This is an optimization exercise on Yosys and OpenROAD, whose aim is small area, a short achievable clock period and few clock cycles per item, not a production implementation.
Where RTL was checked, it was by simulation tests only, not by an equivalence proof against the original.
The RTL of run 2 was laid out without a check of its function.
No activity file was given, so power comes from the tool's default toggle rates.

==> flow/design.v (outline; a module is shown in full before it is edited, if it fits) <==
// module multiplication_top: 1476 lines
module multiplication_top(a_in, b_in, result, clk, reset, start, ready);
  // ...
==> flow/flow/run.sh <==
#!/bin/bash
# The standard layout (standard.sh: standard synthesis, floorplan, place,
# CTS, route), except that the ports are buffered with plain sky130 buf_1
# cells instead of the delay buffers buffer_ports picks by default.
# make's full output goes to flow_make.log here; ORFS's per-step logs are
# under orfs/logs/.
set -euo pipefail
bash standard.sh "BUFFER_PORTS_ARGS=-buffer_cell sky130_fd_sc_hd__buf_1" finish > flow_make.log 2>&1
==> flow/standard.sh <==
#!/bin/bash
# synth_recipe.tcl (not shown) runs the flow's synth.tcl, then flattens the netlist and writes it again
# the make line also repeats each setting of config.mk as NAME=value (left out here)
make -C /OpenROAD-flow-scripts/flow DESIGN_CONFIG=/design/flow/config.mk WORK_HOME=/design/flow/orfs CLKGATE_MAP_FILE= SYNTH_SCRIPT=/design/flow/synth_recipe.tcl "${@:-finish}"
==> flow/config.mk <==
export PLATFORM = sky130hd
export DESIGN_NAME = multiplication_top
export DESIGN_NICKNAME = multiplication_top
export VERILOG_FILES = /design/flow/design.v
export SDC_FILE = /design/flow/constraint.sdc
export NUM_CORES = 4
export LEC_CHECK = 0
export ABC_AREA = 1
export CAP_MARGIN = 20
export CORE_MARGIN = 2
export CORE_UTILIZATION = 40
export CTS_CLUSTER_DIAMETER = 100
export CTS_CLUSTER_SIZE = 30
export SLEW_MARGIN = 20
==> flow/constraint.sdc <==
create_clock -name core_clock -period 4.0 [get_ports {clk}]
set_input_delay 0.8000 -clock core_clock [delete_from_list [all_inputs] [get_ports {clk}]]
set_output_delay 0.8000 -clock core_clock [all_outputs]
set_load 0.01 [all_outputs]
==> load_flow_metrics.sql, run 1 <==
INSERT INTO impl_metrics (metric_group, metric, value, unit) VALUES
('global_routing', 'grt_util_met3', '7.405', '%'),
('outcome', 'outcome', 'complete, no violations', ''),
('floorplan', 'boundaryPins', '261', ''),
('cells_and_area', 'largest_register', 'lo_q', ''),
('timing', 'finalWorstSetupSlack', '150.3', 'ps'),
('timing', 'clock-skew-final', '63.45', 'ps'),
('synthesis', 'post_synth_edffs', '128', ''),
('timing', 'setup_violation_total_in_the_final_timing_report', '0', ''),
('global_routing', 'grt_start_max_net_pins', '78', ''),
('clocking', 'insertion_delay', '620', 'ps'),
('route', 'wirelength_met1', '49010', 'um'),
('cells_and_area', 'number_of_antenna_repair_diodes', '1', ''),
('clocking', 'cts-buffers-inserted', '22', ''),
('setup_path', 'cp_num_buf_inv', '4', ''),
('setup_path', 'crit_path_frequent_cell', 'sky130_fd_sc_hd__fa_1', ''),
('power_and_ir_drop', 'clockNetworkPower', '2.62', 'mW'),
('cells_and_area', 'areaGrowthSynthToFinish', '15.17', '%'),
('setup_path', 'cp_data_arrival_time', '4370', 'ps'),
('clocking', 'post_cts_resize_count', '1', ''),
('cells_and_area', 'finish.cell_count_without_fillers', '5356', ''),
('setup_path', 'worst_path_max_delay_cell', 'sky130_fd_sc_hd__fa_1', ''),
('global_routing', 'grt_use_total', '27.94', '%'),
('cells_and_area', 'final_cell_area', '38870', 'um^2'),
('power_and_ir_drop', 'seq_power_share', '17.9', '%'),
('global_routing', 'met1_usage', '36.68', '%'),
('synthesis', 'synth_xor_xnor_area_share', '12.82', '%'),
('setup_path', 'critical_path_required', '4520', 'ps'),
('route', 'routed_wire_length_per_instance', '22.57', 'um'),
('setup_path', 'timing.rr.start', 'rdy_q', ''),
('setup_path', 'critPathCaptureType', 'flip-flop', ''),
('worst_hold_path', 'hold_path_end', 'cnt_q[0]', ''),
('clocking', 'post-cts-setup-buffers', '0', ''),
('placed_design', 'port_buffers', '259', ''),
('global_routing', 'antenna_found_initial', '0', ''),
('setup_path', 'regToRegSetupSlack', '150', 'ps'),
('placed_design', 'dpl_cell_area', '38030', 'um^2'),
('synthesis', 'main_combinational_cell_family_by_area_after_synthesis', 'adder cells', ''),
('synthesis', 'cell_accounting_for_the_most_synthesized_area', 'sky130_fd_sc_hd__fa_1', ''),
('worst_hold_path', 'holdPathStages', '1', ''),
('cells_and_area', 'nNonClkInverters', '573', ''),
('synthesis', 'yosys_warnings', '1', ''),
('route', 'highest_layer', 'met4', ''),
('synthesis', 'yosysUniqueCellTypes', '46', ''),
('global_routing', 'grt_pass1_vias', '28970', ''),
('cells_and_area', 'layout.comb_gates.multi_input', '2795', '');
Testbench counts, summed over its fixed seeds: cycles 9,608, items 1,600.
==> module multiplication_top, before the edit <==
module multiplication_top(a_in, b_in, result, clk, reset, start, ready);
    input [63:0] a_in, b_in;
    input clk, reset, start;
    output ready;
    output [128:0] result;
    reg rdy_q;
    reg [2:0] cnt_q;
    reg [4:0] sel_q;              
    reg [57:0] hi_q;               
    reg [69:0] lo_q;               
    reg [64:0] s_q, c_q;           
    reg [13:0] sr_q, cr_q;          
    reg cb_q;                      
    reg [6:0] one_q, two_q, neg_q;
    wire last = !rdy_q && cnt_q == 3'd5;
    wire rdy_d = reset || (rdy_q ? !start : last);
    wire run = !reset && (rdy_q ? start : !last);
    wire [14:0] ach0 = {a_in[13:0], 1'b0};
    wire [14:0] ach;
    assign ach = ({15{sel_q[1]}} & {a_in[27], a_in[26], a_in[25], a_in[24], a_in[23], a_in[22], a_in[21], a_in[20], a_in[19], a_in[18], a_in[17], a_in[16], a_in[15], a_in[14], a_in[13]})
        | ({15{sel_q[2]}} & {a_in[41], a_in[40], a_in[39], a_in[38], a_in[37], a_in[36], a_in[35], a_in[34], a_in[33], a_in[32], a_in[31], a_in[30], a_in[29], a_in[28], a_in[27]})
        | ({15{sel_q[3]}} & {a_in[55], a_in[54], a_in[53], a_in[52], a_in[51], a_in[50], a_in[49], a_in[48], a_in[47], a_in[46], a_in[45], a_in[44], a_in[43], a_in[42], a_in[41]})
        | ({15{sel_q[4]}} & {1'b0, 1'b0, 1'b0, 1'b0, 1'b0, 1'b0, a_in[63], a_in[62], a_in[61], a_in[60], a_in[59], a_in[58], a_in[57], a_in[56], a_in[55]});
    wire [6:0] one0, two0, neg0, one_d, two_d, neg_d;
    genvar g;
    generate for (g = 0; g < 7; g = g + 1) begin : enc
        assign one0[g] = ach0[2*g+1] ^ ach0[2*g];
        assign two0[g] = (ach0[2*g+2] & ~ach0[2*g+1] & ~ach0[2*g]) | (~ach0[2*g+2] & ach0[2*g+1] & ach0[2*g]);
        assign neg0[g] = ach0[2*g+2];
        assign one_d[g] = ach[2*g+1] ^ ach[2*g];
        assign two_d[g] = (ach[2*g+2] & ~ach[2*g+1] & ~ach[2*g]) | (~ach[2*g+2] & ach[2*g+1] & ach[2*g]);
        assign neg_d[g] = ach[2*g+2];
    end endgenerate
    wire [6:0] one = rdy_q ? one0 : one_q;
    wire [6:0] two = rdy_q ? two0 : two_q;
    wire [6:0] neg = rdy_q ? neg0 : neg_q;
    wire [63:0] pp0 = ({64{one[0]}} & b_in | {64{two[0]}} & {b_in[62:0], 1'b0}) ^ {64{neg[0]}};
    wire py0 = two[0] & b_in[63];
    wire px0 = py0 ^ neg[0];
    wire npx0 = ~px0;
    wire npy0 = ~py0;
    wire pz0 = py0 & ~neg[0];
    wire [63:0] pp1 = ({64{one[1]}} & b_in | {64{two[1]}} & {b_in[62:0], 1'b0}) ^ {64{neg[1]}};
    wire py1 = two[1] & b_in[63];
    wire px1 = py1 ^ neg[1];
    wire npx1 = ~px1;
    wire npy1 = ~py1;
    wire pz1 = py1 & ~neg[1];
    wire [63:0] pp2 = ({64{one[2]}} & b_in | {64{two[2]}} & {b_in[62:0], 1'b0}) ^ {64{neg[2]}};
    wire py2 = two[2] & b_in[63];
    wire px2 = py2 ^ neg[2];
    wire npx2 = ~px2;
    wire npy2 = ~py2;
    wire pz2 = py2 & ~neg[2];
    wire [63:0] pp3 = ({64{one[3]}} & b_in | {64{two[3]}} & {b_in[62:0], 1'b0}) ^ {64{neg[3]}};
    wire py3 = two[3] & b_in[63];
    wire px3 = py3 ^ neg[3];
    wire npx3 = ~px3;
    wire npy3 = ~py3;
    wire pz3 = py3 & ~neg[3];
    wire [63:0] pp4 = ({64{one[4]}} & b_in | {64{two[4]}} & {b_in[62:0], 1'b0}) ^ {64{neg[4]}};
    wire py4 = two[4] & b_in[63];
    wire px4 = py4 ^ neg[4];
    wire npx4 = ~px4;
    wire npy4 = ~py4;
    wire pz4 = py4 & ~neg[4];
    wire [63:0] pp5 = ({64{one[5]}} & b_in | {64{two[5]}} & {b_in[62:0], 1'b0}) ^ {64{neg[5]}};
    wire py5 = two[5] & b_in[63];
    wire px5 = py5 ^ neg[5];
    wire npx5 = ~px5;
    wire npy5 = ~py5;
    wire pz5 = py5 & ~neg[5];
    wire [63:0] pp6 = ({64{one[6]}} & b_in | {64{two[6]}} & {b_in[62:0], 1'b0}) ^ {64{neg[6]}};
    wire py6 = two[6] & b_in[63];
    wire px6 = py6 ^ neg[6];
    wire npx6 = ~px6;
    wire npy6 = ~py6;
    wire pz6 = py6 & ~neg[6];
    wire [63:0] negs;
    generate for (g = 0; g < 32; g = g + 1) begin : ng
        assign negs[2*g] = a_in[2*g+1];
        assign negs[2*g+1] = 1'b0;
    end endgenerate
    wire [64:0] ci_t = rdy_q ? {1'b0, negs} : c_q;
    wire fs1;
    wire fc2;
    wire hs3;
    wire hc4;
    wire fs5;
    wire fc6;
    wire fs7;
    wire fc8;
    wire hs9;
    wire hc10;
    wire fs11;
    wire fc12;
    wire fs13;
    wire fc14;
    wire fs15;
    wire fc16;
    wire fs17;
    wire fc18;
    wire hs19;
    wire hc20;
    wire fs21;
    wire fc22;
    wire fs23;
    wire fc24;
    wire fs25;
    wire fc26;
    wire fs27;
    wire fc28;
    wire fs29;
    wire fc30;
    wire fs31;
    wire fc32;
    wire fs33;
    wire fc34;
    wire fs35;
    wire fc36;
    wire fs37;
    wire fc38;
    wire fs39;
    wire fc40;
    wire fs41;
    wire fc42;
    wire fs43;
    wire fc44;
    wire fs45;
    wire fc46;
    wire fs47;
    wire fc48;
    wire fs49;
    wire fc50;
    wire fs51;
    wire fc52;
    wire fs53;
    wire fc54;
    wire fs55;
    wire fc56;
    wire fs57;
    wire fc58;
    wire fs59;
    wire fc60;
    wire fs61;
    wire fc62;
    wire fs63;
    wire fc64;
    wire fs65;
    wire fc66;
    wire fs67;
    wire fc68;
    wire fs69;
    wire fc70;
    wire fs71;
    wire fc72;
    wire fs73;
    wire fc74;
    wire fs75;
    wire fc76;
    wire fs77;
    wire fc78;
    wire fs79;
    wire fc80;
    wire fs81;
    wire fc82;
    wire fs83;
    wire fc84;
    wire fs85;
    wire fc86;
    wire fs87;
    wire fc88;
    wire fs89;
    wire fc90;
    wire fs91;
    wire fc92;
    wire fs93;
    wire fc94;
    wire fs95;
    wire fc96;
    wire fs97;
    wire fc98;
    wire fs99;
    wire fc100;
    wire fs101;
    wire fc102;
    wire fs103;
    wire fc104;
    wire fs105;
    wire fc106;
    wire fs107;
    wire fc108;
    wire fs109;
    wire fc110;
    wire fs111;
    wire fc112;
    wire fs113;
    wire fc114;
    wire fs115;
    wire fc116;
    wire fs117;
    wire fc118;
    wire fs119;
    wire fc120;
    wire fs121;
    wire fc122;
    wire fs123;
    wire fc124;
    wire fs125;
    wire fc126;
    wire fs127;
    wire fc128;
    wire fs129;
    wire fc130;
    wire fs131;
    wire fc132;
    wire fs133;
    wire fc134;
    wire fs135;
    wire fc136;
    wire fs137;
    wire fc138;
    wire fs139;
    wire fc140;
    wire fs141;
    wire fc142;
    wire fs143;
    wire fc144;
    wire fs145;
    wire fc146;
    wire fs147;
    wire fc148;
    wire fs149;
    wire fc150;
    wire fs151;
    wire fc152;
    wire fs153;
    wire fc154;
    wire fs155;
    wire fc156;
    wire fs157;
    wire fc158;
    wire fs159;
    wire fc160;
    wire fs161;
    wire fc162;
    wire fs163;
    wire fc164;
    wire fs165;
    wire fc166;
    wire fs167;
    wire fc168;
    wire fs169;
    wire fc170;
    wire fs171;
    wire fc172;
    wire fs173;
    wire fc174;
    wire fs175;
    wire fc176;
    wire fs177;
    wire fc178;
    wire fs179;
    wire fc180;
    wire fs181;
    wire fc182;
    wire fs183;
    wire fc184;
    wire fs185;
    wire fc186;
    wire fs187;
    wire fc188;
    wire fs189;
    wire fc190;
    wire fs191;
    wire fc192;
    wire fs193;
    wire fc194;
    wire fs195;
    wire fc196;
    wire fs197;
    wire fc198;
    wire fs199;
    wire fc200;
    wire fs201;
    wire fc202;
    wire fs203;
    wire fc204;
    wire fs205;
    wire fc206;
    wire fs207;
    wire fc208;
    wire fs209;
    wire fc210;
    wire fs211;
    wire fc212;
    wire fs213;
    wire fc214;
    wire fs215;
    wire fc216;
    wire fs217;
    wire fc218;
    wire fs219;
    wire fc220;
    wire fs221;
    wire fc222;
    wire fs223;
    wire fc224;
    wire fs225;
    wire fc226;
    wire fs227;
    wire fc228;
    wire fs229;
    wire fc230;
    wire fs231;
    wire fc232;
    wire fs233;
    wire fc234;
    wire fs235;
    wire fc236;
    wire fs237;
    wire fc238;
    wire fs239;
    wire fc240;
    wire fs241;
    wire fc242;
    wire fs243;
    wire fc244;
    wire fs245;
    wire fc246;
    wire fs247;
    wire fc248;
    wire fs249;
    wire fc250;
    wire fs251;
    wire fc252;
    wire fs253;
    wire fc254;
    wire fs255;
    wire fc256;
    wire fs257;
    wire fc258;
    wire fs259;
    wire fc260;
    wire fs261;
    wire fc262;
    wire fs263;
    wire fc264;
    wire fs265;
    wire fc266;
    wire fs267;
    wire fc268;
    wire fs269;
    wire fc270;
    wire fs271;
    wire fc272;
    wire fs273;
    wire fc274;
    wire fs275;
    wire fc276;
    wire fs277;
    wire fc278;
    wire fs279;
    wire fc280;
    wire fs281;
    wire fc282;
    wire fs283;
    wire fc284;
    wire fs285;
    wire fc286;
    wire fs287;
    wire fc288;
    wire fs289;
    wire fc290;
    wire fs291;
    wire fc292;
    wire fs293;
    wire fc294;
    wire fs295;
    wire fc296;
    wire fs297;
    wire fc298;
    wire fs299;
    wire fc300;
    wire fs301;
    wire fc302;
    wire fs303;
    wire fc304;
    wire fs305;
    wire fc306;
    wire fs307;
    wire fc308;
    wire fs309;
    wire fc310;
    wire fs311;
    wire fc312;
    wire fs313;
    wire fc314;
    wire fs315;
    wire fc316;
    wire fs317;
    wire fc318;
    wire fs319;
    wire fc320;
    wire fs321;
    wire fc322;
    wire fs323;
    wire fc324;
    wire fs325;
    wire fc326;
    wire fs327;
    wire fc328;
    wire fs329;
    wire fc330;
    wire fs331;
    wire fc332;
    wire fs333;
    wire fc334;
    wire fs335;
    wire fc336;
    wire fs337;
    wire fc338;
    wire hs339;
    wire hc340;
    wire fs341;
    wire fc342;
    wire hs343;
    wire hc344;
    wire hs345;
    wire hc346;
    wire fs347;
    wire fc348;
    wire fs349;
    wire fc350;
    wire hs351;
    wire hc352;
    wire fs353;
    wire fc354;
    wire fs355;
    wire fc356;
    wire fs357;
    wire fc358;
    wire fs359;
    wire fc360;
    wire fs361;
    wire fc362;
    wire fs363;
    wire fc364;
    wire fs365;
    wire fc366;
    wire fs367;
    wire fc368;
    wire fs369;
    wire fc370;
    wire fs371;
    wire fc372;
    wire fs373;
    wire fc374;
    wire fs375;
    wire fc376;
    wire fs377;
    wire fc378;
    wire fs379;
    wire fc380;
    wire fs381;
    wire fc382;
    wire fs383;
    wire fc384;
    wire fs385;
    wire fc386;
    wire fs387;
    wire fc388;
    wire fs389;
    wire fc390;
    wire fs391;
    wire fc392;
    wire fs393;
    wire fc394;
    wire fs395;
    wire fc396;
    wire fs397;
    wire fc398;
    wire fs399;
    wire fc400;
    wire fs401;
    wire fc402;
    wire fs403;
    wire fc404;
    wire fs405;
    wire fc406;
    wire fs407;
    wire fc408;
    wire fs409;
    wire fc410;
    wire fs411;
    wire fc412;
    wire fs413;
    wire fc414;
    wire fs415;
    wire fc416;
    wire fs417;
    wire fc418;
    wire fs419;
    wire fc420;
    wire fs421;
    wire fc422;
    wire fs423;
    wire fc424;
    wire fs425;
    wire fc426;
    wire fs427;
    wire fc428;
    wire fs429;
    wire fc430;
    wire fs431;
    wire fc432;
    wire fs433;
    wire fc434;
    wire fs435;
    wire fc436;
    wire fs437;
    wire fc438;
    wire fs439;
    wire fc440;
    wire fs441;
    wire fc442;
    wire fs443;
    wire fc444;
    wire fs445;
    wire fc446;
    wire fs447;
    wire fc448;
    wire fs449;
    wire fc450;
    wire fs451;
    wire fc452;
    wire fs453;
    wire fc454;
    wire fs455;
    wire fc456;
    wire fs457;
    wire fc458;
    wire fs459;
    wire fc460;
    wire fs461;
    wire fc462;
    wire fs463;
    wire fc464;
    wire fs465;
    wire fc466;
    wire fs467;
    wire fc468;
    wire fs469;
    wire fc470;
    wire fs471;
    wire fc472;
    wire fs473;
    wire fc474;
    wire fs475;
    wire fc476;
    wire fs477;
    wire fc478;
    wire fs479;
    wire fc480;
    wire fs481;
    wire fc482;
    wire fs483;
    wire fc484;
    wire fs485;
    wire fc486;
    wire fs487;
    wire fc488;
    wire fs489;
    wire fc490;
    wire fs491;
    wire fc492;
    wire fs493;
    wire fc494;
    wire fs495;
    wire fc496;
    wire fs497;
    wire fc498;
    wire fs499;
    wire fc500;
    wire fs501;
    wire fc502;
    wire fs503;
    wire fc504;
    wire fs505;
    wire fc506;
    wire fs507;
    wire fc508;
    wire fs509;
    wire fc510;
    wire fs511;
    wire fc512;
    wire fs513;
    wire fc514;
    wire fs515;
    wire fc516;
    wire fs517;
    wire fc518;
    wire fs519;
    wire fc520;
    wire fs521;
    wire fc522;
    wire fs523;
    wire fc524;
    wire fs525;
    wire fc526;
    wire fs527;
    wire fc528;
    wire fs529;
    wire fc530;
    wire fs531;
    wire fc532;
    wire fs533;
    wire fc534;
    wire fs535;
    wire fc536;
    wire fs537;
    wire fc538;
    wire fs539;
    wire fc540;
    wire fs541;
    wire fc542;
    wire fs543;
    wire fc544;
    wire fs545;
    wire fc546;
    wire fs547;
    wire fc548;
    wire fs549;
    wire fc550;
    wire fs551;
    wire fc552;
    wire fs553;
    wire fc554;
    wire fs555;
    wire fc556;
    wire fs557;
    wire fc558;
    wire fs559;
    wire fc560;
    wire fs561;
    wire fc562;
    wire fs563;
    wire fc564;
    wire fs565;
    wire fc566;
    wire fs567;
    wire fc568;
    wire fs569;
    wire fc570;
    wire fs571;
    wire fc572;
    wire fs573;
    wire fc574;
    wire fs575;
    wire fc576;
    wire fs577;
    wire fc578;
    wire fs579;
    wire fc580;
    wire fs581;
    wire fc582;
    wire fs583;
    wire fc584;
    wire fs585;
    wire fc586;
    wire fs587;
    wire fc588;
    wire fs589;
    wire fc590;
    wire fs591;
    wire fc592;
    wire fs593;
    wire fc594;
    wire fs595;
    wire fc596;
    wire fs597;
    wire fc598;
    wire fs599;
    wire fc600;
    wire fs601;
    wire fc602;
    wire fs603;
    wire fc604;
    wire fs605;
    wire fc606;
    wire hs607;
    wire hc608;
    wire fs609;
    wire fc610;
    wire hs611;
    wire hc612;
    wire hs613;
    wire hc614;
    wire fs615;
    wire fc616;
    wire fs617;
    wire fc618;
    wire fs619;
    wire fc620;
    wire fs621;
    wire fc622;
    wire fs623;
    wire fc624;
    wire fs625;
    wire fc626;
    wire fs627;
    wire fc628;
    wire fs629;
    wire fc630;
    wire fs631;
    wire fc632;
    wire fs633;
    wire fc634;
    wire fs635;
    wire fc636;
    wire fs637;
    wire fc638;
    wire fs639;
    wire fc640;
    wire fs641;
    wire fc642;
    wire fs643;
    wire fc644;
    wire fs645;
    wire fc646;
    wire fs647;
    wire fc648;
    wire fs649;
    wire fc650;
    wire fs651;
    wire fc652;
    wire fs653;
    wire fc654;
    wire fs655;
    wire fc656;
    wire fs657;
    wire fc658;
    wire fs659;
    wire fc660;
    wire fs661;
    wire fc662;
    wire fs663;
    wire fc664;
    wire fs665;
    wire fc666;
    wire fs667;
    wire fc668;
    wire fs669;
    wire fc670;
    wire fs671;
    wire fc672;
    wire fs673;
    wire fc674;
    wire fs675;
    wire fc676;
    wire fs677;
    wire fc678;
    wire fs679;
    wire fc680;
    wire fs681;
    wire fc682;
    wire fs683;
    wire fc684;
    wire fs685;
    wire fc686;
    wire fs687;
    wire fc688;
    wire fs689;
    wire fc690;
    wire fs691;
    wire fc692;
    wire fs693;
    wire fc694;
    wire fs695;
    wire fc696;
    wire fs697;
    wire fc698;
    wire fs699;
    wire fc700;
    wire fs701;
    wire fc702;
    wire fs703;
    wire fc704;
    wire fs705;
    wire fc706;
    wire fs707;
    wire fc708;
    wire fs709;
    wire fc710;
    wire fs711;
    wire fc712;
    wire fs713;
    wire fc714;
    wire fs715;
    wire fc716;
    wire fs717;
    wire fc718;
    wire fs719;
    wire fc720;
    wire fs721;
    wire fc722;
    wire fs723;
    wire fc724;
    wire fs725;
    wire fc726;
    wire fs727;
    wire fc728;
    wire fs729;
    wire fc730;
    wire fs731;
    wire fc732;
    wire fs733;
    wire fc734;
    wire fs735;
    wire fc736;
    wire fs737;
    wire fc738;
    wire fs739;
    wire fc740;
    wire fs741;
    wire fc742;
    wire fs743;
    wire fc744;
    wire fs745;
    wire fc746;
    wire fs747;
    wire fc748;
    wire fs749;
    wire fc750;
    wire fs751;
    wire fc752;
    wire fs753;
    wire fc754;
    wire fs755;
    wire fc756;
    wire fs757;
    wire fc758;
    wire hs759;
    wire hc760;
    wire hs761;
    wire hc762;
    wire fs763;
    wire fc764;
    wire fs765;
    wire fc766;
    wire fs767;
    wire fc768;
    wire fs769;
    wire fc770;
    wire fs771;
    wire fc772;
    wire fs773;
    wire fc774;
    wire fs775;
    wire fc776;
    wire fs777;
    wire fc778;
    wire fs779;
    wire fc780;
    wire fs781;
    wire fc782;
    wire fs783;
    wire fc784;
    wire fs785;
    wire fc786;
    wire fs787;
    wire fc788;
    wire fs789;
    wire fc790;
    wire fs791;
    wire fc792;
    wire fs793;
    wire fc794;
    wire fs795;
    wire fc796;
    wire fs797;
    wire fc798;
    wire fs799;
    wire fc800;
    wire fs801;
    wire fc802;
    wire fs803;
    wire fc804;
    wire fs805;
    wire fc806;
    wire fs807;
    wire fc808;
    wire fs809;
    wire fc810;
    wire fs811;
    wire fc812;
    wire fs813;
    wire fc814;
    wire fs815;
    wire fc816;
    wire fs817;
    wire fc818;
    wire fs819;
    wire fc820;
    wire fs821;
    wire fc822;
    wire fs823;
    wire fc824;
    wire fs825;
    wire fc826;
    wire fs827;
    wire fc828;
    wire fs829;
    wire fc830;
    wire fs831;
    wire fc832;
    wire fs833;
    wire fc834;
    wire fs835;
    wire fc836;
    wire fs837;
    wire fc838;
    wire fs839;
    wire fc840;
    wire fs841;
    wire fc842;
    wire fs843;
    wire fc844;
    wire fs845;
    wire fc846;
    wire fs847;
    wire fc848;
    wire fs849;
    wire fc850;
    wire fs851;
    wire fc852;
    wire fs853;
    wire fc854;
    wire fs855;
    wire fc856;
    wire fs857;
    wire fc858;
    wire fs859;
    wire fc860;
    wire fs861;
    wire fc862;
    wire fs863;
    wire fc864;
    wire fs865;
    wire fc866;
    wire fs867;
    wire fc868;
    wire fs869;
    wire fc870;
    wire fs871;
    wire fc872;
    wire fs873;
    wire fc874;
    wire fs875;
    wire fc876;
    wire fs877;
    wire fc878;
    wire fs879;
    wire fc880;
    wire fs881;
    wire fc882;
    wire fs883;
    wire fc884;
    wire fs885;
    wire fc886;
    wire fs887;
    wire fc888;
    wire fs889;
    wire fc890;
    wire fs891;
    wire fc892;
    wire fs893;
    wire fc894;
    wire fs895;
    wire fc896;
    wire fs897;
    wire fc898;
    wire fs899;
    wire fc900;
    wire fs901;
    wire fc902;
    wire fs903;
    wire fc904;
    wire fs905;
    wire fc906;
    wire fs907;
    wire fc908;
    wire fs909;
    wire fc910;
    wire hs911;
    wire hc912;
    assign {fc2, fs1} = s_q[0] + ci_t[0] + pp0[0];
    assign {hc4, hs3} = s_q[8] + ci_t[8];
    assign {fc6, fs5} = s_q[9] + ci_t[9] + pp0[9];
    assign {fc8, fs7} = s_q[10] + ci_t[10] + pp0[10];
    assign {hc10, hs9} = pp1[8] + pp2[6];
    assign {fc12, fs11} = s_q[11] + ci_t[11] + pp0[11];
    assign {fc14, fs13} = pp1[9] + pp2[7] + pp3[5];
    assign {fc16, fs15} = s_q[12] + ci_t[12] + pp0[12];
    assign {fc18, fs17} = pp1[10] + pp2[8] + pp3[6];
    assign {hc20, hs19} = pp4[4] + pp5[2];
    assign {fc22, fs21} = s_q[13] + ci_t[13] + pp0[13];
    assign {fc24, fs23} = pp1[11] + pp2[9] + pp3[7];
    assign {fc26, fs25} = pp4[5] + pp5[3] + pp6[1];
    assign {fc28, fs27} = s_q[14] + ci_t[14] + pp0[14];
    assign {fc30, fs29} = pp1[12] + pp2[10] + pp3[8];
    assign {fc32, fs31} = pp4[6] + pp5[4] + pp6[2];
    assign {fc34, fs33} = s_q[15] + ci_t[15] + pp0[15];
    assign {fc36, fs35} = pp1[13] + pp2[11] + pp3[9];
    assign {fc38, fs37} = pp4[7] + pp5[5] + pp6[3];
    assign {fc40, fs39} = s_q[16] + ci_t[16] + pp0[16];
    assign {fc42, fs41} = pp1[14] + pp2[12] + pp3[10];
    assign {fc44, fs43} = pp4[8] + pp5[6] + pp6[4];
    assign {fc46, fs45} = s_q[17] + ci_t[17] + pp0[17];
    assign {fc48, fs47} = pp1[15] + pp2[13] + pp3[11];
    assign {fc50, fs49} = pp4[9] + pp5[7] + pp6[5];
    assign {fc52, fs51} = s_q[18] + ci_t[18] + pp0[18];
    assign {fc54, fs53} = pp1[16] + pp2[14] + pp3[12];
    assign {fc56, fs55} = pp4[10] + pp5[8] + pp6[6];
    assign {fc58, fs57} = s_q[19] + ci_t[19] + pp0[19];
    assign {fc60, fs59} = pp1[17] + pp2[15] + pp3[13];
    assign {fc62, fs61} = pp4[11] + pp5[9] + pp6[7];
    assign {fc64, fs63} = s_q[20] + ci_t[20] + pp0[20];
    assign {fc66, fs65} = pp1[18] + pp2[16] + pp3[14];
    assign {fc68, fs67} = pp4[12] + pp5[10] + pp6[8];
    assign {fc70, fs69} = s_q[21] + ci_t[21] + pp0[21];
    assign {fc72, fs71} = pp1[19] + pp2[17] + pp3[15];
    assign {fc74, fs73} = pp4[13] + pp5[11] + pp6[9];
    assign {fc76, fs75} = s_q[22] + ci_t[22] + pp0[22];
    assign {fc78, fs77} = pp1[20] + pp2[18] + pp3[16];
    assign {fc80, fs79} = pp4[14] + pp5[12] + pp6[10];
    assign {fc82, fs81} = s_q[23] + ci_t[23] + pp0[23];
    assign {fc84, fs83} = pp1[21] + pp2[19] + pp3[17];
    assign {fc86, fs85} = pp4[15] + pp5[13] + pp6[11];
    assign {fc88, fs87} = s_q[24] + ci_t[24] + pp0[24];
    assign {fc90, fs89} = pp1[22] + pp2[20] + pp3[18];
    assign {fc92, fs91} = pp4[16] + pp5[14] + pp6[12];
    assign {fc94, fs93} = s_q[25] + ci_t[25] + pp0[25];
    assign {fc96, fs95} = pp1[23] + pp2[21] + pp3[19];
    assign {fc98, fs97} = pp4[17] + pp5[15] + pp6[13];
    assign {fc100, fs99} = s_q[26] + ci_t[26] + pp0[26];
    assign {fc102, fs101} = pp1[24] + pp2[22] + pp3[20];
    assign {fc104, fs103} = pp4[18] + pp5[16] + pp6[14];
    assign {fc106, fs105} = s_q[27] + ci_t[27] + pp0[27];
    assign {fc108, fs107} = pp1[25] + pp2[23] + pp3[21];
    assign {fc110, fs109} = pp4[19] + pp5[17] + pp6[15];
    assign {fc112, fs111} = s_q[28] + ci_t[28] + pp0[28];
    assign {fc114, fs113} = pp1[26] + pp2[24] + pp3[22];
    assign {fc116, fs115} = pp4[20] + pp5[18] + pp6[16];
    assign {fc118, fs117} = s_q[29] + ci_t[29] + pp0[29];
    assign {fc120, fs119} = pp1[27] + pp2[25] + pp3[23];
    assign {fc122, fs121} = pp4[21] + pp5[19] + pp6[17];
    assign {fc124, fs123} = s_q[30] + ci_t[30] + pp0[30];
    assign {fc126, fs125} = pp1[28] + pp2[26] + pp3[24];
    assign {fc128, fs127} = pp4[22] + pp5[20] + pp6[18];
    assign {fc130, fs129} = s_q[31] + ci_t[31] + pp0[31];
    assign {fc132, fs131} = pp1[29] + pp2[27] + pp3[25];
    assign {fc134, fs133} = pp4[23] + pp5[21] + pp6[19];
    assign {fc136, fs135} = s_q[32] + ci_t[32] + pp0[32];
    assign {fc138, fs137} = pp1[30] + pp2[28] + pp3[26];
    assign {fc140, fs139} = pp4[24] + pp5[22] + pp6[20];
    assign {fc142, fs141} = s_q[33] + ci_t[33] + pp0[33];
    assign {fc144, fs143} = pp1[31] + pp2[29] + pp3[27];
    assign {fc146, fs145} = pp4[25] + pp5[23] + pp6[21];
    assign {fc148, fs147} = s_q[34] + ci_t[34] + pp0[34];
    assign {fc150, fs149} = pp1[32] + pp2[30] + pp3[28];
    assign {fc152, fs151} = pp4[26] + pp5[24] + pp6[22];
    assign {fc154, fs153} = s_q[35] + ci_t[35] + pp0[35];
    assign {fc156, fs155} = pp1[33] + pp2[31] + pp3[29];
    assign {fc158, fs157} = pp4[27] + pp5[25] + pp6[23];
    assign {fc160, fs159} = s_q[36] + ci_t[36] + pp0[36];
    assign {fc162, fs161} = pp1[34] + pp2[32] + pp3[30];
    assign {fc164, fs163} = pp4[28] + pp5[26] + pp6[24];
    assign {fc166, fs165} = s_q[37] + ci_t[37] + pp0[37];
    assign {fc168, fs167} = pp1[35] + pp2[33] + pp3[31];
    assign {fc170, fs169} = pp4[29] + pp5[27] + pp6[25];
    assign {fc172, fs171} = s_q[38] + ci_t[38] + pp0[38];
    assign {fc174, fs173} = pp1[36] + pp2[34] + pp3[32];
    assign {fc176, fs175} = pp4[30] + pp5[28] + pp6[26];
    assign {fc178, fs177} = s_q[39] + ci_t[39] + pp0[39];
    assign {fc180, fs179} = pp1[37] + pp2[35] + pp3[33];
    assign {fc182, fs181} = pp4[31] + pp5[29] + pp6[27];
    assign {fc184, fs183} = s_q[40] + ci_t[40] + pp0[40];
    assign {fc186, fs185} = pp1[38] + pp2[36] + pp3[34];
    assign {fc188, fs187} = pp4[32] + pp5[30] + pp6[28];
    assign {fc190, fs189} = s_q[41] + ci_t[41] + pp0[41];
    assign {fc192, fs191} = pp1[39] + pp2[37] + pp3[35];
    assign {fc194, fs193} = pp4[33] + pp5[31] + pp6[29];
    assign {fc196, fs195} = s_q[42] + ci_t[42] + pp0[42];
    assign {fc198, fs197} = pp1[40] + pp2[38] + pp3[36];
    assign {fc200, fs199} = pp4[34] + pp5[32] + pp6[30];
    assign {fc202, fs201} = s_q[43] + ci_t[43] + pp0[43];
    assign {fc204, fs203} = pp1[41] + pp2[39] + pp3[37];
    assign {fc206, fs205} = pp4[35] + pp5[33] + pp6[31];
    assign {fc208, fs207} = s_q[44] + ci_t[44] + pp0[44];
    assign {fc210, fs209} = pp1[42] + pp2[40] + pp3[38];
    assign {fc212, fs211} = pp4[36] + pp5[34] + pp6[32];
    assign {fc214, fs213} = s_q[45] + ci_t[45] + pp0[45];
    assign {fc216, fs215} = pp1[43] + pp2[41] + pp3[39];
    assign {fc218, fs217} = pp4[37] + pp5[35] + pp6[33];
    assign {fc220, fs219} = s_q[46] + ci_t[46] + pp0[46];
    assign {fc222, fs221} = pp1[44] + pp2[42] + pp3[40];
    assign {fc224, fs223} = pp4[38] + pp5[36] + pp6[34];
    assign {fc226, fs225} = s_q[47] + ci_t[47] + pp0[47];
    assign {fc228, fs227} = pp1[45] + pp2[43] + pp3[41];
    assign {fc230, fs229} = pp4[39] + pp5[37] + pp6[35];
    assign {fc232, fs231} = s_q[48] + ci_t[48] + pp0[48];
    assign {fc234, fs233} = pp1[46] + pp2[44] + pp3[42];
    assign {fc236, fs235} = pp4[40] + pp5[38] + pp6[36];
    assign {fc238, fs237} = s_q[49] + ci_t[49] + pp0[49];
    assign {fc240, fs239} = pp1[47] + pp2[45] + pp3[43];
    assign {fc242, fs241} = pp4[41] + pp5[39] + pp6[37];
    assign {fc244, fs243} = s_q[50] + ci_t[50] + pp0[50];
    assign {fc246, fs245} = pp1[48] + pp2[46] + pp3[44];
    assign {fc248, fs247} = pp4[42] + pp5[40] + pp6[38];
    assign {fc250, fs249} = s_q[51] + ci_t[51] + pp0[51];
    assign {fc252, fs251} = pp1[49] + pp2[47] + pp3[45];
    assign {fc254, fs253} = pp4[43] + pp5[41] + pp6[39];
    assign {fc256, fs255} = s_q[52] + ci_t[52] + pp0[52];
    assign {fc258, fs257} = pp1[50] + pp2[48] + pp3[46];
    assign {fc260, fs259} = pp4[44] + pp5[42] + pp6[40];
    assign {fc262, fs261} = s_q[53] + ci_t[53] + pp0[53];
    assign {fc264, fs263} = pp1[51] + pp2[49] + pp3[47];
    assign {fc266, fs265} = pp4[45] + pp5[43] + pp6[41];
    assign {fc268, fs267} = s_q[54] + ci_t[54] + pp0[54];
    assign {fc270, fs269} = pp1[52] + pp2[50] + pp3[48];
    assign {fc272, fs271} = pp4[46] + pp5[44] + pp6[42];
    assign {fc274, fs273} = s_q[55] + ci_t[55] + pp0[55];
    assign {fc276, fs275} = pp1[53] + pp2[51] + pp3[49];
    assign {fc278, fs277} = pp4[47] + pp5[45] + pp6[43];
    assign {fc280, fs279} = s_q[56] + ci_t[56] + pp0[56];
    assign {fc282, fs281} = pp1[54] + pp2[52] + pp3[50];
    assign {fc284, fs283} = pp4[48] + pp5[46] + pp6[44];
    assign {fc286, fs285} = s_q[57] + ci_t[57] + pp0[57];
    assign {fc288, fs287} = pp1[55] + pp2[53] + pp3[51];
    assign {fc290, fs289} = pp4[49] + pp5[47] + pp6[45];
    assign {fc292, fs291} = s_q[58] + ci_t[58] + pp0[58];
    assign {fc294, fs293} = pp1[56] + pp2[54] + pp3[52];
    assign {fc296, fs295} = pp4[50] + pp5[48] + pp6[46];
    assign {fc298, fs297} = s_q[59] + ci_t[59] + pp0[59];
    assign {fc300, fs299} = pp1[57] + pp2[55] + pp3[53];
    assign {fc302, fs301} = pp4[51] + pp5[49] + pp6[47];
    assign {fc304, fs303} = s_q[60] + ci_t[60] + pp0[60];
    assign {fc306, fs305} = pp1[58] + pp2[56] + pp3[54];
    assign {fc308, fs307} = pp4[52] + pp5[50] + pp6[48];
    assign {fc310, fs309} = s_q[61] + ci_t[61] + pp0[61];
    assign {fc312, fs311} = pp1[59] + pp2[57] + pp3[55];
    assign {fc314, fs313} = pp4[53] + pp5[51] + pp6[49];
    assign {fc316, fs315} = s_q[62] + ci_t[62] + pp0[62];
    assign {fc318, fs317} = pp1[60] + pp2[58] + pp3[56];
    assign {fc320, fs319} = pp4[54] + pp5[52] + pp6[50];
    assign {fc322, fs321} = s_q[63] + ci_t[63] + pp0[63];
    assign {fc324, fs323} = pp1[61] + pp2[59] + pp3[57];
    assign {fc326, fs325} = pp4[55] + pp5[53] + pp6[51];
    assign {fc328, fs327} = s_q[64] + ci_t[64] + npx0;
    assign {fc330, fs329} = pp1[62] + pp2[60] + pp3[58];
    assign {fc332, fs331} = pp4[56] + pp5[54] + pp6[52];
    assign {fc334, fs333} = npy0 + pp1[63] + pp2[61];
    assign {fc336, fs335} = pp3[59] + pp4[57] + pp5[55];
    assign {fc338, fs337} = pz0 + npx1 + pp2[62];
    assign {hc340, hs339} = pp3[60] + pp4[58];
    assign {fc342, fs341} = npy1 + pp2[63] + pp3[61];
    assign {hc344, hs343} = pz1 + npx2;
    assign {hc346, hs345} = s_q[4] + ci_t[4];
    assign {fc348, fs347} = s_q[5] + ci_t[5] + pp0[5];
    assign {fc350, fs349} = s_q[6] + ci_t[6] + pp0[6];
    assign {hc352, hs351} = pp1[4] + pp2[2];
    assign {fc354, fs353} = s_q[7] + ci_t[7] + pp0[7];
    assign {fc356, fs355} = pp1[5] + pp2[3] + pp3[1];
    assign {fc358, fs357} = hs3 + pp0[8] + pp1[6];
    assign {fc360, fs359} = pp2[4] + pp3[2] + pp4[0];
    assign {fc362, fs361} = hc4 + pp1[7] + pp2[5];
    assign {fc364, fs363} = pp3[3] + pp4[1] + fs5;
    assign {fc366, fs365} = pp3[4] + pp4[2] + pp5[0];
    assign {fc368, fs367} = fc6 + fs7 + hs9;
    assign {fc370, fs369} = pp4[3] + pp5[1] + fc8;
    assign {fc372, fs371} = hc10 + fs11 + fs13;
    assign {fc374, fs373} = pp6[0] + fc12 + fc14;
    assign {fc376, fs375} = fs15 + fs17 + hs19;
    assign {fc378, fs377} = fc16 + fc18 + hc20;
    assign {fc380, fs379} = fs21 + fs23 + fs25;
    assign {fc382, fs381} = fc22 + fc24 + fc26;
    assign {fc384, fs383} = fs27 + fs29 + fs31;
    assign {fc386, fs385} = fc28 + fc30 + fc32;
    assign {fc388, fs387} = fs33 + fs35 + fs37;
    assign {fc390, fs389} = fc34 + fc36 + fc38;
    assign {fc392, fs391} = fs39 + fs41 + fs43;
    assign {fc394, fs393} = fc40 + fc42 + fc44;
    assign {fc396, fs395} = fs45 + fs47 + fs49;
    assign {fc398, fs397} = fc46 + fc48 + fc50;
    assign {fc400, fs399} = fs51 + fs53 + fs55;
    assign {fc402, fs401} = fc52 + fc54 + fc56;
    assign {fc404, fs403} = fs57 + fs59 + fs61;
    assign {fc406, fs405} = fc58 + fc60 + fc62;
    assign {fc408, fs407} = fs63 + fs65 + fs67;
    assign {fc410, fs409} = fc64 + fc66 + fc68;
    assign {fc412, fs411} = fs69 + fs71 + fs73;
    assign {fc414, fs413} = fc70 + fc72 + fc74;
    assign {fc416, fs415} = fs75 + fs77 + fs79;
    assign {fc418, fs417} = fc76 + fc78 + fc80;
    assign {fc420, fs419} = fs81 + fs83 + fs85;
    assign {fc422, fs421} = fc82 + fc84 + fc86;
    assign {fc424, fs423} = fs87 + fs89 + fs91;
    assign {fc426, fs425} = fc88 + fc90 + fc92;
    assign {fc428, fs427} = fs93 + fs95 + fs97;
    assign {fc430, fs429} = fc94 + fc96 + fc98;
    assign {fc432, fs431} = fs99 + fs101 + fs103;
    assign {fc434, fs433} = fc100 + fc102 + fc104;
    assign {fc436, fs435} = fs105 + fs107 + fs109;
    assign {fc438, fs437} = fc106 + fc108 + fc110;
    assign {fc440, fs439} = fs111 + fs113 + fs115;
    assign {fc442, fs441} = fc112 + fc114 + fc116;
    assign {fc444, fs443} = fs117 + fs119 + fs121;
    assign {fc446, fs445} = fc118 + fc120 + fc122;
    assign {fc448, fs447} = fs123 + fs125 + fs127;
    assign {fc450, fs449} = fc124 + fc126 + fc128;
    assign {fc452, fs451} = fs129 + fs131 + fs133;
    assign {fc454, fs453} = fc130 + fc132 + fc134;
    assign {fc456, fs455} = fs135 + fs137 + fs139;
    assign {fc458, fs457} = fc136 + fc138 + fc140;
    assign {fc460, fs459} = fs141 + fs143 + fs145;
    assign {fc462, fs461} = fc142 + fc144 + fc146;
    assign {fc464, fs463} = fs147 + fs149 + fs151;
    assign {fc466, fs465} = fc148 + fc150 + fc152;
    assign {fc468, fs467} = fs153 + fs155 + fs157;
    assign {fc470, fs469} = fc154 + fc156 + fc158;
    assign {fc472, fs471} = fs159 + fs161 + fs163;
    assign {fc474, fs473} = fc160 + fc162 + fc164;
    assign {fc476, fs475} = fs165 + fs167 + fs169;
    assign {fc478, fs477} = fc166 + fc168 + fc170;
    assign {fc480, fs479} = fs171 + fs173 + fs175;
    assign {fc482, fs481} = fc172 + fc174 + fc176;
    assign {fc484, fs483} = fs177 + fs179 + fs181;
    assign {fc486, fs485} = fc178 + fc180 + fc182;
    assign {fc488, fs487} = fs183 + fs185 + fs187;
    assign {fc490, fs489} = fc184 + fc186 + fc188;
    assign {fc492, fs491} = fs189 + fs191 + fs193;
    assign {fc494, fs493} = fc190 + fc192 + fc194;
    assign {fc496, fs495} = fs195 + fs197 + fs199;
    assign {fc498, fs497} = fc196 + fc198 + fc200;
    assign {fc500, fs499} = fs201 + fs203 + fs205;
    assign {fc502, fs501} = fc202 + fc204 + fc206;
    assign {fc504, fs503} = fs207 + fs209 + fs211;
    assign {fc506, fs505} = fc208 + fc210 + fc212;
    assign {fc508, fs507} = fs213 + fs215 + fs217;
    assign {fc510, fs509} = fc214 + fc216 + fc218;
    assign {fc512, fs511} = fs219 + fs221 + fs223;
    assign {fc514, fs513} = fc220 + fc222 + fc224;
    assign {fc516, fs515} = fs225 + fs227 + fs229;
    assign {fc518, fs517} = fc226 + fc228 + fc230;
    assign {fc520, fs519} = fs231 + fs233 + fs235;
    assign {fc522, fs521} = fc232 + fc234 + fc236;
    assign {fc524, fs523} = fs237 + fs239 + fs241;
    assign {fc526, fs525} = fc238 + fc240 + fc242;
    assign {fc528, fs527} = fs243 + fs245 + fs247;
    assign {fc530, fs529} = fc244 + fc246 + fc248;
    assign {fc532, fs531} = fs249 + fs251 + fs253;
    assign {fc534, fs533} = fc250 + fc252 + fc254;
    assign {fc536, fs535} = fs255 + fs257 + fs259;
    assign {fc538, fs537} = fc256 + fc258 + fc260;
    assign {fc540, fs539} = fs261 + fs263 + fs265;
    assign {fc542, fs541} = fc262 + fc264 + fc266;
    assign {fc544, fs543} = fs267 + fs269 + fs271;
    assign {fc546, fs545} = fc268 + fc270 + fc272;
    assign {fc548, fs547} = fs273 + fs275 + fs277;
    assign {fc550, fs549} = fc274 + fc276 + fc278;
    assign {fc552, fs551} = fs279 + fs281 + fs283;
    assign {fc554, fs553} = fc280 + fc282 + fc284;
    assign {fc556, fs555} = fs285 + fs287 + fs289;
    assign {fc558, fs557} = fc286 + fc288 + fc290;
    assign {fc560, fs559} = fs291 + fs293 + fs295;
    assign {fc562, fs561} = fc292 + fc294 + fc296;
    assign {fc564, fs563} = fs297 + fs299 + fs301;
    assign {fc566, fs565} = fc298 + fc300 + fc302;
    assign {fc568, fs567} = fs303 + fs305 + fs307;
    assign {fc570, fs569} = fc304 + fc306 + fc308;
    assign {fc572, fs571} = fs309 + fs311 + fs313;
    assign {fc574, fs573} = fc310 + fc312 + fc314;
    assign {fc576, fs575} = fs315 + fs317 + fs319;
    assign {fc578, fs577} = fc316 + fc318 + fc320;
    assign {fc580, fs579} = fs321 + fs323 + fs325;
    assign {fc582, fs581} = fc322 + fc324 + fc326;
    assign {fc584, fs583} = fs327 + fs329 + fs331;
    assign {fc586, fs585} = pp6[53] + fc328 + fc330;
    assign {fc588, fs587} = fc332 + fs333 + fs335;
    assign {fc590, fs589} = pp5[56] + pp6[54] + fc334;
    assign {fc592, fs591} = fc336 + fs337 + hs339;
    assign {fc594, fs593} = pp4[59] + pp5[57] + pp6[55];
    assign {fc596, fs595} = fc338 + hc340 + fs341;
    assign {fc598, fs597} = pp3[62] + pp4[60] + pp5[58];
    assign {fc600, fs599} = pp6[56] + fc342 + hs343;
    assign {fc602, fs601} = npy2 + pp3[63] + pp4[61];
    assign {fc604, fs603} = pp5[59] + pp6[57] + hc344;
    assign {fc606, fs605} = pz2 + npx3 + pp4[62];
    assign {hc608, hs607} = pp5[60] + pp6[58];
    assign {fc610, fs609} = npy3 + pp4[63] + pp5[61];
    assign {hc612, hs611} = pz3 + npx4;
    assign {hc614, hs613} = s_q[1] + ci_t[1];
    assign {fc616, fs615} = s_q[2] + ci_t[2] + pp0[2];
    assign {fc618, fs617} = s_q[3] + ci_t[3] + pp0[3];
    assign {fc620, fs619} = hs345 + pp0[4] + pp1[2];
    assign {fc622, fs621} = hc346 + pp1[3] + pp2[1];
    assign {fc624, fs623} = pp3[0] + fc348 + fs349;
    assign {fc626, fs625} = fc350 + hc352 + fs353;
    assign {fc628, fs627} = fc354 + fc356 + fs357;
    assign {fc630, fs629} = fc358 + fc360 + fs361;
    assign {fc632, fs631} = fc362 + fs365 + fc364;
    assign {fc634, fs633} = fc366 + fc368 + fs369;
    assign {fc636, fs635} = fc370 + fc372 + fs373;
    assign {fc638, fs637} = fc374 + fc376 + fs377;
    assign {fc640, fs639} = fc378 + fc380 + fs381;
    assign {fc642, fs641} = fc382 + fc384 + fs385;
    assign {fc644, fs643} = fc386 + fc388 + fs389;
    assign {fc646, fs645} = fc390 + fc392 + fs393;
    assign {fc648, fs647} = fc394 + fc396 + fs397;
    assign {fc650, fs649} = fc398 + fc400 + fs401;
    assign {fc652, fs651} = fc402 + fc404 + fs405;
    assign {fc654, fs653} = fc406 + fc408 + fs409;
    assign {fc656, fs655} = fc410 + fc412 + fs413;
    assign {fc658, fs657} = fc414 + fc416 + fs417;
    assign {fc660, fs659} = fc418 + fc420 + fs421;
    assign {fc662, fs661} = fc422 + fc424 + fs425;
    assign {fc664, fs663} = fc426 + fc428 + fs429;
    assign {fc666, fs665} = fc430 + fc432 + fs433;
    assign {fc668, fs667} = fc434 + fc436 + fs437;
    assign {fc670, fs669} = fc438 + fc440 + fs441;
    assign {fc672, fs671} = fc442 + fc444 + fs445;
    assign {fc674, fs673} = fc446 + fc448 + fs449;
    assign {fc676, fs675} = fc450 + fc452 + fs453;
    assign {fc678, fs677} = fc454 + fc456 + fs457;
    assign {fc680, fs679} = fc458 + fc460 + fs461;
    assign {fc682, fs681} = fc462 + fc464 + fs465;
    assign {fc684, fs683} = fc466 + fc468 + fs469;
    assign {fc686, fs685} = fc470 + fc472 + fs473;
    assign {fc688, fs687} = fc474 + fc476 + fs477;
    assign {fc690, fs689} = fc478 + fc480 + fs481;
    assign {fc692, fs691} = fc482 + fc484 + fs485;
    assign {fc694, fs693} = fc486 + fc488 + fs489;
    assign {fc696, fs695} = fc490 + fc492 + fs493;
    assign {fc698, fs697} = fc494 + fc496 + fs497;
    assign {fc700, fs699} = fc498 + fc500 + fs501;
    assign {fc702, fs701} = fc502 + fc504 + fs505;
    assign {fc704, fs703} = fc506 + fc508 + fs509;
    assign {fc706, fs705} = fc510 + fc512 + fs513;
    assign {fc708, fs707} = fc514 + fc516 + fs517;
    assign {fc710, fs709} = fc518 + fc520 + fs521;
    assign {fc712, fs711} = fc522 + fc524 + fs525;
    assign {fc714, fs713} = fc526 + fc528 + fs529;
    assign {fc716, fs715} = fc530 + fc532 + fs533;
    assign {fc718, fs717} = fc534 + fc536 + fs537;
    assign {fc720, fs719} = fc538 + fc540 + fs541;
    assign {fc722, fs721} = fc542 + fc544 + fs545;
    assign {fc724, fs723} = fc546 + fc548 + fs549;
    assign {fc726, fs725} = fc550 + fc552 + fs553;
    assign {fc728, fs727} = fc554 + fc556 + fs557;
    assign {fc730, fs729} = fc558 + fc560 + fs561;
    assign {fc732, fs731} = fc562 + fc564 + fs565;
    assign {fc734, fs733} = fc566 + fc568 + fs569;
    assign {fc736, fs735} = fc570 + fc572 + fs573;
    assign {fc738, fs737} = fc574 + fc576 + fs577;
    assign {fc740, fs739} = fc578 + fc580 + fs581;
    assign {fc742, fs741} = fc582 + fc584 + fs585;
    assign {fc744, fs743} = fc586 + fc588 + fs589;
    assign {fc746, fs745} = fs593 + fc590 + fc592;
    assign {fc748, fs747} = fc594 + fs597 + fc596;
    assign {fc750, fs749} = fc598 + fs601 + fc600;
    assign {fc752, fs751} = fc602 + fs605 + hs607;
    assign {fc754, fs753} = pp6[59] + fc606 + hc608;
    assign {fc756, fs755} = pp5[62] + pp6[60] + fc610;
    assign {fc758, fs757} = npy4 + pp5[63] + pp6[61];
    assign {hc760, hs759} = pz4 + npx5;
    assign {hc762, hs761} = hs613 + pp0[1];
    assign {fc764, fs763} = hc614 + pp1[0] + fs615;
    assign {fc766, fs765} = pp1[1] + fc616 + fs617;
    assign {fc768, fs767} = pp2[0] + fc618 + fs619;
    assign {fc770, fs769} = fc620 + fs621 + fs347;
    assign {fc772, fs771} = fc622 + hs351 + fs623;
    assign {fc774, fs773} = fs355 + fc624 + fs625;
    assign {fc776, fs775} = fs359 + fc626 + fs627;
    assign {fc778, fs777} = fc628 + fs629 + fs363;
    assign {fc780, fs779} = fc630 + fs367 + fs631;
    assign {fc782, fs781} = fs371 + fc632 + fs633;
    assign {fc784, fs783} = fs375 + fc634 + fs635;
    assign {fc786, fs785} = fs379 + fc636 + fs637;
    assign {fc788, fs787} = fs383 + fc638 + fs639;
    assign {fc790, fs789} = fs387 + fc640 + fs641;
    assign {fc792, fs791} = fs391 + fc642 + fs643;
    assign {fc794, fs793} = fs395 + fc644 + fs645;
    assign {fc796, fs795} = fs399 + fc646 + fs647;
    assign {fc798, fs797} = fs403 + fc648 + fs649;
    assign {fc800, fs799} = fs407 + fc650 + fs651;
    assign {fc802, fs801} = fs411 + fc652 + fs653;
    assign {fc804, fs803} = fs415 + fc654 + fs655;
    assign {fc806, fs805} = fs419 + fc656 + fs657;
    assign {fc808, fs807} = fs423 + fc658 + fs659;
    assign {fc810, fs809} = fs427 + fc660 + fs661;
    assign {fc812, fs811} = fs431 + fc662 + fs663;
    assign {fc814, fs813} = fs435 + fc664 + fs665;
    assign {fc816, fs815} = fs439 + fc666 + fs667;
    assign {fc818, fs817} = fs443 + fc668 + fs669;
    assign {fc820, fs819} = fs447 + fc670 + fs671;
    assign {fc822, fs821} = fs451 + fc672 + fs673;
    assign {fc824, fs823} = fs455 + fc674 + fs675;
    assign {fc826, fs825} = fs459 + fc676 + fs677;
    assign {fc828, fs827} = fs463 + fc678 + fs679;
    assign {fc830, fs829} = fs467 + fc680 + fs681;
    assign {fc832, fs831} = fs471 + fc682 + fs683;
    assign {fc834, fs833} = fs475 + fc684 + fs685;
    assign {fc836, fs835} = fs479 + fc686 + fs687;
    assign {fc838, fs837} = fs483 + fc688 + fs689;
    assign {fc840, fs839} = fs487 + fc690 + fs691;
    assign {fc842, fs841} = fs491 + fc692 + fs693;
    assign {fc844, fs843} = fs495 + fc694 + fs695;
    assign {fc846, fs845} = fs499 + fc696 + fs697;
    assign {fc848, fs847} = fs503 + fc698 + fs699;
    assign {fc850, fs849} = fs507 + fc700 + fs701;
    assign {fc852, fs851} = fs511 + fc702 + fs703;
    assign {fc854, fs853} = fs515 + fc704 + fs705;
    assign {fc856, fs855} = fs519 + fc706 + fs707;
    assign {fc858, fs857} = fs523 + fc708 + fs709;
    assign {fc860, fs859} = fs527 + fc710 + fs711;
    assign {fc862, fs861} = fs531 + fc712 + fs713;
    assign {fc864, fs863} = fs535 + fc714 + fs715;
    assign {fc866, fs865} = fs539 + fc716 + fs717;
    assign {fc868, fs867} = fs543 + fc718 + fs719;
    assign {fc870, fs869} = fs547 + fc720 + fs721;
    assign {fc872, fs871} = fs551 + fc722 + fs723;
    assign {fc874, fs873} = fs555 + fc724 + fs725;
    assign {fc876, fs875} = fs559 + fc726 + fs727;
    assign {fc878, fs877} = fs563 + fc728 + fs729;
    assign {fc880, fs879} = fs567 + fc730 + fs731;
    assign {fc882, fs881} = fs571 + fc732 + fs733;
    assign {fc884, fs883} = fs575 + fc734 + fs735;
    assign {fc886, fs885} = fs579 + fc736 + fs737;
    assign {fc888, fs887} = fs583 + fc738 + fs739;
    assign {fc890, fs889} = fs587 + fc740 + fs741;
    assign {fc892, fs891} = fs591 + fc742 + fs743;
    assign {fc894, fs893} = fs595 + fc744 + fs745;
    assign {fc896, fs895} = fs599 + fc746 + fs747;
    assign {fc898, fs897} = fs603 + fc748 + fs749;
    assign {fc900, fs899} = fs751 + fc604 + fc750;
    assign {fc902, fs901} = fs609 + fc752 + fs753;
    assign {fc904, fs903} = hs611 + fc754 + fs755;
    assign {fc906, fs905} = fs757 + hc612 + fc756;
    assign {fc908, fs907} = pp6[62] + fc758 + hs759;
    assign {fc910, fs909} = npy5 + pp6[63] + hc760;
    assign {hc912, hs911} = pz5 + npx6;
    wire [78:0] ts = {pz6, hc912, fc910, fc908, fc906, fc904, fc902, fc900, fc898, fc896, fc894, fc892, fc890, fc888, fc886, fc884, fc882, fc880, fc878, fc876, fc874, fc872, fc870, fc868, fc866, fc864, fc862, fc860, fc858, fc856, fc854, fc852, fc850, fc848, fc846, fc844, fc842, fc840, fc838, fc836, fc834, fc832, fc830, fc828, fc826, fc824, fc822, fc820, fc818, fc816, fc814, fc812, fc810, fc808, fc806, fc804, fc802, fc800, fc798, fc796, fc794, fc792, fc790, fc788, fc786, fc784, fc782, fc780, fc778, fc776, fc774, fc772, fc770, fc768, fc766, fc764, hc762, hs761, fs1};
    wire [78:0] tc = {1'b0, npy6, hs911, fs909, fs907, fs905, fs903, fs901, fs899, fs897, fs895, fs893, fs891, fs889, fs887, fs885, fs883, fs881, fs879, fs877, fs875, fs873, fs871, fs869, fs867, fs865, fs863, fs861, fs859, fs857, fs855, fs853, fs851, fs849, fs847, fs845, fs843, fs841, fs839, fs837, fs835, fs833, fs831, fs829, fs827, fs825, fs823, fs821, fs819, fs817, fs815, fs813, fs811, fs809, fs807, fs805, fs803, fs801, fs799, fs797, fs795, fs793, fs791, fs789, fs787, fs785, fs783, fs781, fs779, fs777, fs775, fs773, fs771, fs769, fs767, fs765, fs763, fc2, 1'b0};
    wire [71:0] fp = {s_q[57:0], sr_q};
    wire [71:0] fq = {c_q[57:0], cr_q};
    wire [71:0] fres = fp + fq + {71'd0, cb_q};
    wire cb_d = fres[14] ^ fp[14] ^ fq[14];
    always @(posedge clk) begin
        rdy_q <= rdy_d;
        cnt_q <= rdy_q ? 3'd1 : cnt_q + 3'd1;
        sel_q <= rdy_d ? 5'd2 : {sel_q[3:0], 1'b0};
        one_q <= one_d;
        two_q <= two_d;
        neg_q <= neg_d;
        s_q <= run ? ts[78:14] : {1'b1, 64'd0};
        c_q <= run ? tc[78:14] : 65'd0;
        sr_q <= ts[13:0];
        cr_q <= tc[13:0];
        cb_q <= rdy_q ? 1'b0 : cb_d;
        if (!rdy_q) lo_q <= {fres[13:0], lo_q[69:14]};
        if (last) hi_q <= fres[71:14];
    end
    assign ready = rdy_q;
    assign result = {1'b0, hi_q, lo_q};
endmodule
==> run 2: changes to the inputs <==
--- a/flow/design.v
+++ b/flow/design.v
@@ -1454,6 +1454,6 @@
     wire [78:0] tc = {1'b0, npy6, hs911, fs909, fs907, fs905, fs903, fs901, fs899, fs897, fs895, fs893, fs891, fs889, fs887, fs885, fs883, fs881, fs879, fs877, fs875, fs873, fs871, fs869, fs867, fs865, fs863, fs861, fs859, fs857, fs855, fs853, fs851, fs849, fs847, fs845, fs843, fs841, fs839, fs837, fs835, fs833, fs831, fs829, fs827, fs825, fs823, fs821, fs819, fs817, fs815, fs813, fs811, fs809, fs807, fs805, fs803, fs801, fs799, fs797, fs795, fs793, fs791, fs789, fs787, fs785, fs783, fs781, fs779, fs777, fs775, fs773, fs771, fs769, fs767, fs765, fs763, fc2, 1'b0};
     wire [71:0] fp = {s_q[57:0], sr_q};
-    wire [71:0] fq = {c_q[57:0], cr_q};
-    wire [71:0] fres = fp + fq + {71'd0, cb_q};
+    wire [71:0] fq = {c_q[57:0], cr_q[13:1], cb_q};
+    wire [71:0] fres = fp + fq;
     wire cb_d = fres[14] ^ fp[14] ^ fq[14];
     always @(posedge clk) begin
--- a/flow/config.mk
+++ b/flow/config.mk
@@ -6,5 +6,4 @@
 export NUM_CORES = 4
 export LEC_CHECK = 0
-export ABC_AREA = 1
 export CAP_MARGIN = 20
 export CORE_MARGIN = 2
==> load_flow_metrics.sql, run 2 <==
INSERT INTO impl_metrics (metric_group, metric, value, unit) VALUES
('clocking', 'insertion_delay', '640', 'ps'),
('synthesis', 'synth_xor_xnor_area_share', '14.80', '%'),
('setup_path', 'worst_path_max_delay_cell', 'sky130_fd_sc_hd__fa_2', ''),
('cells_and_area', 'number_of_antenna_repair_diodes', '0', ''),
('cells_and_area', 'areaGrowthSynthToFinish', '18.38', '%'),
('outcome', 'outcome', 'complete, no violations', ''),
('placed_design', 'dpl_cell_area', '36480', 'um^2'),
('global_routing', 'grt_start_max_net_pins', '73', ''),
('setup_path', 'critPathCaptureType', 'flip-flop', ''),
('synthesis', 'yosysUniqueCellTypes', '74', ''),
('placed_design', 'port_buffers', '259', ''),
('timing', 'setup_violation_total_in_the_final_timing_report', '0', ''),
('floorplan', 'boundaryPins', '261', ''),
('global_routing', 'grt_use_total', '26.27', '%'),
('synthesis', 'post_synth_edffs', '128', ''),
('setup_path', 'crit_path_frequent_cell', 'sky130_fd_sc_hd__fa_1', ''),
('global_routing', 'antenna_found_initial', '3', ''),
('timing', 'clock-skew-final', '73.54', 'ps'),
('setup_path', 'critical_path_required', '4480', 'ps'),
('synthesis', 'cell_accounting_for_the_most_synthesized_area', 'sky130_fd_sc_hd__fa_1', ''),
('setup_path', 'cp_data_arrival_time', '4420', 'ps'),
('synthesis', 'yosys_warnings', '1', ''),
('clocking', 'cts-buffers-inserted', '24', '');
run 2: changes by cell type after synthesis, moves of 165 or more:
cell                       before  now
sky130_fd_sc_hd__a22oi_1        1  459
sky130_fd_sc_hd__clkbuf_1      37  202
sky130_fd_sc_hd__xnor2_1        4  443
sky130_fd_sc_hd__inv_1        559  184
sky130_fd_sc_hd__xor2_1       490   92
sky130_fd_sc_hd__o22ai_1      437    4
sky130_fd_sc_hd__nand2_1      706  115
run 2: cell type report:
cell class                      instances  area share (%)
Clock buffer                           26           1.680
Clock inverter                         18          0.6779
Inverter                              185           1.867
Multi-Input combinational cell       2272           60.44
Sequential cell                       314           20.21
Tap cell                             1050           3.506
Timing Repair Buffer                  558           11.62
run 2: metrics by stage:
step                setup WS (ps)  util [%]  instances
floorplan                  -59.59         -       3036
global placement           -624.5     46.40       4372
detailed placement         -665.3     46.40       4372
CTS                         84.92     47.53       4416
global route               -7.174     47.66       4423
finish                      59.61     47.66       4423
run 2: repair_timing:
item	4_1_cts	5_1_grt
cloned	0	2
buffers inserted	0	5
resized for setup	1	1
pin swaps	0	4
setup endpoints to repair	3	28
run 2: per-layer routing:
layer  global-route usage [%]  share of wire (%)
met5                        0              0.032
met2                    40.55                 45
met3                    5.056                9.9
met1                    36.91                 41
met4                    9.071                3.8
run 2: cell families after synthesis:
logic type	Yosys count
AOI/OAI and AO/OA	738
adders and majority gates	537
xor gates and xnor gates	535
buffers and inverters	450
and+or+nand+nor	423
DFF	314
muxes	38
other	1
run 2: where the power goes:
group	switching, mW	total, mW	internal (mW)
clock network	1.54	2.81	1.27
logic	11.8	21.3	9.54
registers	0.556	5.00	4.45
total	13.9	29.1	15.3
run 2: worst max-delay path, delay by kind of cell:
| family | cells | cell delay [ps] |
|---|---|---|
| adders and majority gates | 4 | 1940 |
| buffers and inverters | 3 | 520 |
| and+or+nand+nor | 2 | 480 |
| AOI/OAI and AO/OA | 2 | 390 |
| xor gates and xnor gates | 1 | 290 |
run 2: final timing paths:
path	from	endpoint	slack [ps]
worst min-delay path	lo_q[67]	lo_q[53]	430
worst min register to register	lo_q[67]	lo_q[53]	430
worst max register to register	rdy_q	c_q[14]	80
worst max-delay path	a_in[7]	c_q[6]	60

==> port drivers added, routing unchanged <==
The results above use ideal ports. As a check the final layouts listed here were re-extracted and re-timed, cells and wires unchanged. Step 1: set_driving_cell puts a clkbuf_16 on clk and a buf_2 on each other input, an assumption about the parent block. Step 2, shift: input delay + t, output delay - t, t = (earliest + latest rising clock arrival at the registers) / 2. This alone moves slack from input paths to output paths. a / b / c = no drivers / after step 1 / after step 2; a / b = the first two.
run | t, ns | setup slack, ns | hold WS [ns] | worst register clock-pin slew, ns
run 1 | 0.659 | 0.150 / 0.150 / -0.388 | 0.421 / 0.421 / 0.421 | 0.11 / 0.11
run 2 | 0.673 | 0.060 / 0.078 / -0.568 | 0.427 / 0.427 / 0.427 | 0.11 / 0.11
With both steps, setup timing fails in run 1 and run 2, where it was met with ideal ports. The setup slack of run 2, which loses most, moves by +0.018 ns with the drivers and by -0.628 ns with both steps.
